What follows belongs to an exercise in optimizing a design on an open flow for small area; a production flow would make more cautious choices.
The RTL was checked by simulation tests, not by an equivalence proof against the original design.
No activity file was given, so power comes from the tool's default toggle rates.

==> inputs of run a <==
==> flow/design.v <==
module vga(clk, reset, hsync, vsync, hcnt, vcnt);
    input clk, reset;
    output hsync, vsync;
    output reg [10:0] hcnt;
    output reg [9:0] vcnt;
    wire hend = hcnt[10] & hcnt[9] & hcnt[7] & (&hcnt[3:0]);
    wire vend = vcnt[9] & vcnt[8] & vcnt[5] & vcnt[4] & vcnt[3] & vcnt[1] & vcnt[0];
    always @(posedge clk) begin
        if (reset | hend) hcnt <= 11'd0;
        else hcnt <= hcnt + 11'd1;
        if (reset | (hend & vend)) vcnt <= 10'd0;
        else if (hend) vcnt <= vcnt + 10'd1;
    end
    assign hsync = ~(hcnt >= 11'd1344 && hcnt <= 11'd1479);
    assign vsync = ~(vcnt >= 10'd801 && vcnt <= 10'd802);
endmodule
module Screen(clk, reset, hsync, vsync, xball, yball, xpat, ypat, colors);
    input clk, reset;
    input [10:0] xball, yball, xpat, ypat;
    output hsync, vsync;
    output [11:0] colors;
    wire [10:0] hcnt;
    wire [9:0] vcnt;
    vga VGA(clk, reset, hsync, vsync, hcnt, vcnt);
    function [4:0] t20;
        input [4:0] a;
        case (a)
            5'd0: t20 = 5'd21;
            5'd1: t20 = 5'd20;
            5'd2: t20 = 5'd20;
            5'd3: t20 = 5'd20;
            5'd4: t20 = 5'd20;
            5'd5: t20 = 5'd20;
            5'd6: t20 = 5'd20;
            5'd7: t20 = 5'd19;
            5'd8: t20 = 5'd19;
            5'd9: t20 = 5'd18;
            5'd10: t20 = 5'd18;
            5'd11: t20 = 5'd17;
            5'd12: t20 = 5'd17;
            5'd13: t20 = 5'd16;
            5'd14: t20 = 5'd15;
            5'd15: t20 = 5'd14;
            5'd16: t20 = 5'd13;
            5'd17: t20 = 5'd11;
            5'd18: t20 = 5'd9;
            5'd19: t20 = 5'd7;
            5'd20: t20 = 5'd1;
            default: t20 = 5'd0;
        endcase
    endfunction
    function [4:0] t22;
        input [4:0] a;
        case (a)
            5'd0: t22 = 5'd23;
            5'd1: t22 = 5'd22;
            5'd2: t22 = 5'd22;
            5'd3: t22 = 5'd22;
            5'd4: t22 = 5'd22;
            5'd5: t22 = 5'd22;
            5'd6: t22 = 5'd22;
            5'd7: t22 = 5'd21;
            5'd8: t22 = 5'd21;
            5'd9: t22 = 5'd21;
            5'd10: t22 = 5'd20;
            5'd11: t22 = 5'd20;
            5'd12: t22 = 5'd19;
            5'd13: t22 = 5'd18;
            5'd14: t22 = 5'd17;
            5'd15: t22 = 5'd17;
            5'd16: t22 = 5'd16;
            5'd17: t22 = 5'd14;
            5'd18: t22 = 5'd13;
            5'd19: t22 = 5'd12;
            5'd20: t22 = 5'd10;
            5'd21: t22 = 5'd7;
            5'd22: t22 = 5'd1;
            default: t22 = 5'd0;
        endcase
    endfunction
    function [6:0] t60;
        input [6:0] a;
        case (a)
            7'd0: t60 = 7'd61;
            7'd1: t60 = 7'd60;
            7'd2: t60 = 7'd60;
            7'd3: t60 = 7'd60;
            7'd4: t60 = 7'd60;
            7'd5: t60 = 7'd60;
            7'd6: t60 = 7'd60;
            7'd7: t60 = 7'd60;
            7'd8: t60 = 7'd60;
            7'd9: t60 = 7'd60;
            7'd10: t60 = 7'd60;
            7'd11: t60 = 7'd59;
            7'd12: t60 = 7'd59;
            7'd13: t60 = 7'd59;
            7'd14: t60 = 7'd59;
            7'd15: t60 = 7'd59;
            7'd16: t60 = 7'd58;
            7'd17: t60 = 7'd58;
            7'd18: t60 = 7'd58;
            7'd19: t60 = 7'd57;
            7'd20: t60 = 7'd57;
            7'd21: t60 = 7'd57;
            7'd22: t60 = 7'd56;
            7'd23: t60 = 7'd56;
            7'd24: t60 = 7'd55;
            7'd25: t60 = 7'd55;
            7'd26: t60 = 7'd55;
            7'd27: t60 = 7'd54;
            7'd28: t60 = 7'd54;
            7'd29: t60 = 7'd53;
            7'd30: t60 = 7'd52;
            7'd31: t60 = 7'd52;
            7'd32: t60 = 7'd51;
            7'd33: t60 = 7'd51;
            7'd34: t60 = 7'd50;
            7'd35: t60 = 7'd49;
            7'd36: t60 = 7'd49;
            7'd37: t60 = 7'd48;
            7'd38: t60 = 7'd47;
            7'd39: t60 = 7'd46;
            7'd40: t60 = 7'd45;
            7'd41: t60 = 7'd44;
            7'd42: t60 = 7'd43;
            7'd43: t60 = 7'd42;
            7'd44: t60 = 7'd41;
            7'd45: t60 = 7'd40;
            7'd46: t60 = 7'd39;
            7'd47: t60 = 7'd38;
            7'd48: t60 = 7'd37;
            7'd49: t60 = 7'd35;
            7'd50: t60 = 7'd34;
            7'd51: t60 = 7'd32;
            7'd52: t60 = 7'd30;
            7'd53: t60 = 7'd29;
            7'd54: t60 = 7'd27;
            7'd55: t60 = 7'd24;
            7'd56: t60 = 7'd22;
            7'd57: t60 = 7'd19;
            7'd58: t60 = 7'd16;
            7'd59: t60 = 7'd11;
            7'd60: t60 = 7'd1;
            default: t60 = 7'd0;
        endcase
    endfunction
    function [6:0] t65;
        input [6:0] a;
        case (a)
            7'd0: t65 = 7'd66;
            7'd1: t65 = 7'd65;
            7'd2: t65 = 7'd65;
            7'd3: t65 = 7'd65;
            7'd4: t65 = 7'd65;
            7'd5: t65 = 7'd65;
            7'd6: t65 = 7'd65;
            7'd7: t65 = 7'd65;
            7'd8: t65 = 7'd65;
            7'd9: t65 = 7'd65;
            7'd10: t65 = 7'd65;
            7'd11: t65 = 7'd65;
            7'd12: t65 = 7'd64;
            7'd13: t65 = 7'd64;
            7'd14: t65 = 7'd64;
            7'd15: t65 = 7'd64;
            7'd16: t65 = 7'd64;
            7'd17: t65 = 7'd63;
            7'd18: t65 = 7'd63;
            7'd19: t65 = 7'd63;
            7'd20: t65 = 7'd62;
            7'd21: t65 = 7'd62;
            7'd22: t65 = 7'd62;
            7'd23: t65 = 7'd61;
            7'd24: t65 = 7'd61;
            7'd25: t65 = 7'd61;
            7'd26: t65 = 7'd60;
            7'd27: t65 = 7'd60;
            7'd28: t65 = 7'd59;
            7'd29: t65 = 7'd59;
            7'd30: t65 = 7'd58;
            7'd31: t65 = 7'd58;
            7'd32: t65 = 7'd57;
            7'd33: t65 = 7'd57;
            7'd34: t65 = 7'd56;
            7'd35: t65 = 7'd55;
            7'd36: t65 = 7'd55;
            7'd37: t65 = 7'd54;
            7'd38: t65 = 7'd53;
            7'd39: t65 = 7'd53;
            7'd40: t65 = 7'd52;
            7'd41: t65 = 7'd51;
            7'd42: t65 = 7'd50;
            7'd43: t65 = 7'd49;
            7'd44: t65 = 7'd48;
            7'd45: t65 = 7'd47;
            7'd46: t65 = 7'd46;
            7'd47: t65 = 7'd45;
            7'd48: t65 = 7'd44;
            7'd49: t65 = 7'd43;
            7'd50: t65 = 7'd42;
            7'd51: t65 = 7'd41;
            7'd52: t65 = 7'd40;
            7'd53: t65 = 7'd38;
            7'd54: t65 = 7'd37;
            7'd55: t65 = 7'd35;
            7'd56: t65 = 7'd34;
            7'd57: t65 = 7'd32;
            7'd58: t65 = 7'd30;
            7'd59: t65 = 7'd28;
            7'd60: t65 = 7'd26;
            7'd61: t65 = 7'd23;
            7'd62: t65 = 7'd20;
            7'd63: t65 = 7'd17;
            7'd64: t65 = 7'd12;
            7'd65: t65 = 7'd1;
            default: t65 = 7'd0;
        endcase
    endfunction
    wire [11:0] dxb = {1'b0, hcnt} - {1'b0, xball};
    wire [11:0] dyb = {2'b0, vcnt} - {1'b0, yball};
    wire [11:0] dxp = {1'b0, hcnt} - {1'b0, xpat};
    wire [11:0] dyp = {2'b0, vcnt} - {1'b0, ypat};
    wire bx = (dxb[10:0] <= 11'd22 & ~dxb[11]) | (dxb[10:0] >= 11'd2026);
    wire by = (dyb[10:0] <= 11'd22 & ~dyb[11]) | (dyb[10:0] >= 11'd2026);
    wire px = (dxp[10:0] <= 11'd65 & ~dxp[11]) | (dxp[10:0] >= 11'd1983);
    wire py = (dyp[10:0] <= 11'd65 & ~dyp[11]) | (dyp[10:0] >= 11'd1983);
    wire [4:0] axb = dxb[11] ? -dxb[4:0] : dxb[4:0];
    wire [4:0] ayb = dyb[11] ? -dyb[4:0] : dyb[4:0];
    wire [6:0] axp = dxp[11] ? -dxp[6:0] : dxp[6:0];
    wire [6:0] ayp = dyp[11] ? -dyp[6:0] : dyp[6:0];
    wire b20 = bx & by & (ayb < t20(axb));
    wire b22 = bx & by & (ayb < t22(axb));
    wire p60 = px & py & (ayp < t60(axp));
    wire p65 = px & py & (ayp < t65(axp));
    wire h1 = dxp[10:0] >= 11'd50 & dxp[10:0] <= 11'd110 & py & ayp <= 7'd20;
    wire h2 = dxp[10:0] >= 11'd50 & dxp[10:0] <= 11'd115 & py & ayp <= 7'd25;
    wire border = vcnt >= 10'd740 || vcnt <= 10'd50 || hcnt <= 11'd50 || (hcnt >= 11'd1230 && hcnt <= 11'd1280);
    wire serve = hcnt >= 11'd58 && hcnt <= 11'd118 && vcnt >= 10'd345 && vcnt <= 10'd445;
    wire table_ = (hcnt >= 11'd58 && hcnt <= 11'd524 || hcnt >= 11'd644 && hcnt <= 11'd1222) && vcnt >= 10'd58 && vcnt <= 10'd732;
    wire hline = (hcnt >= 11'd51 && hcnt <= 11'd57) || (hcnt >= 11'd525 && hcnt <= 11'd531) ||
                 (hcnt >= 11'd637 && hcnt <= 11'd643) || (hcnt >= 11'd562 && hcnt <= 11'd569) ||
                 (hcnt >= 11'd599 && hcnt <= 11'd606) || (hcnt >= 11'd1223 && hcnt <= 11'd1229);
    wire vline = (vcnt >= 10'd51 && vcnt <= 10'd57) || (vcnt >= 10'd137 && vcnt <= 10'd143) ||
                 (vcnt >= 10'd223 && vcnt <= 10'd229) || (vcnt >= 10'd309 && vcnt <= 10'd315) ||
                 (vcnt >= 10'd395 && vcnt <= 10'd401) || (vcnt >= 10'd481 && vcnt <= 10'd487) ||
                 (vcnt >= 10'd567 && vcnt <= 10'd573) || (vcnt >= 10'd653 && vcnt <= 10'd659) ||
                 (vcnt >= 10'd733 && vcnt <= 10'd739);
    wire yellow = serve | (~table_ & (hline | vline));
    reg cr, cg3, cgl, cb;
    always @(posedge clk) begin
        if (b20)         {cr, cg3, cgl, cb} <= 4'b1100;
        else if (b22)    {cr, cg3, cgl, cb} <= 4'b1111;
        else if (p60)    {cr, cg3, cgl, cb} <= 4'b1000;
        else if (h1)     {cr, cg3, cgl, cb} <= 4'b0110;
        else if (p65 | h2) {cr, cg3, cgl, cb} <= 4'b1111;
        else if (border) {cr, cg3, cgl, cb} <= 4'b0000;
        else if (yellow) {cr, cg3, cgl, cb} <= 4'b1110;
        else             {cr, cg3, cgl, cb} <= 4'b0001;
    end
    assign colors = {{4{cr}}, cg3, {3{cgl}}, {4{cb}}};
endmodule
==> flow/flow/run.sh <==
#!/bin/bash
# Standard layout, unchanged.
bash standard.sh > standard.log 2>&1
==> flow/standard.sh <==
#!/bin/bash
# synth_recipe.tcl (not shown) runs the flow's synth.tcl, then flattens the netlist and writes it again
# the make line also repeats each setting of config.mk as NAME=value (left out here)
make -C /OpenROAD-flow-scripts/flow DESIGN_CONFIG=/design/flow/config.mk WORK_HOME=/design/flow/orfs CLKGATE_MAP_FILE= SYNTH_SCRIPT=/design/flow/synth_recipe.tcl "${@:-finish}"
==> flow/config.mk <==
export PLATFORM = sky130hd
export DESIGN_NAME = Screen
export DESIGN_NICKNAME = Screen
export VERILOG_FILES = /design/flow/design.v
export SDC_FILE = /design/flow/constraint.sdc
export NUM_CORES = 4
export LEC_CHECK = 0
export CAP_MARGIN = 20
export CORE_MARGIN = 2
export CORE_UTILIZATION = 40
export SLEW_MARGIN = 20
==> flow/constraint.sdc <==
create_clock -name core_clock -period 16.0 [get_ports {clk}]
set_input_delay 3.2000 -clock core_clock [delete_from_list [all_inputs] [get_ports {clk}]]
set_output_delay 3.2000 -clock core_clock [all_outputs]
set_load 0.01 [all_outputs]
==> run b: changes against run a <==
==> flow/run.sh (new file) <==
#!/bin/bash
# synth_recipe.tcl (not shown) runs the flow's synth.tcl, then flattens the netlist and writes it again
# the make line also repeats each setting of config.mk as NAME=value (left out here)
make -C /OpenROAD-flow-scripts/flow DESIGN_CONFIG=/design/flow/config.mk WORK_HOME=/design/flow/orfs CLKGATE_MAP_FILE= SYNTH_SCRIPT=/design/flow/synth_recipe.tcl finish
removed: flow/flow/run.sh
removed: flow/standard.sh
==> qor summary <==
	run b	run a
Layout Area Growth over Synthesis	9.61%	9.61%
Worst hold path startpoint	VGA.hcnt[0]$_SDFF_PP0_	VGA.hcnt[0]$_SDFF_PP0_
Share of synthesized area spent on multiplexers	1.71%	1.71%
XOR/XNOR Fraction of Synth Area	7.46%	7.46%
Number of inserted filler cells in the final layout	1,792	1,792
Tap Count	225	225
Simple-gate share of the synthesized area	28.4%	28.4%
Detailed-route via count	7,564	7,564
Final worst clock skew	0.00514 ns	0.00514 ns
Capturing element type of the critical path	flop	flop
Flops & latches, synth	25	25
Share of the synthesized area in the top cell type	16.2%	16.2%
Remaining global-route overflow	0	0
Effective utilization at floorplan	40.8%	40.8%
Run status	timing/DRC/antenna clean	timing/DRC/antenna clean
Clock group total power	0.0562 mW	0.0562 mW
Power dissipated in combinational cells	0.288 mW	0.288 mW
Number of non-clock inverters	75	75
H-tree levels	1	1

-- re-timing with driven ports --
The results above use ideal ports. As a check the final layouts listed here were re-extracted and re-timed, cells and wires unchanged.
Step 1 sets driving cells, clkbuf_16 on the clock port and buf_2 on the other inputs (assumed; they add their load-dependent delay and slew).
Step 2 moves the port delays by t, midway between the first and last clock arrival at a register: inputs arrive t later, outputs are due t later. That takes back most of the time a late clock gives input paths.
Slacks: no drivers / after step 1 / after step 2; pairs: no drivers / after step 1.
run | t (ns) | setup WS [ns] | worst hold slack (ns) | worst setup path at the end | worst register clock-pin slew, ns
run a | 0.295 | 7.536 / 7.550 / 7.255 | 0.600 / 0.600 / 0.600 | input to register | 0.07 / 0.07
run b | 0.295 | 7.536 / 7.550 / 7.255 | 0.600 / 0.600 / 0.600 | input to register | 0.07 / 0.07
After both steps setup and hold are still met in every run listed.
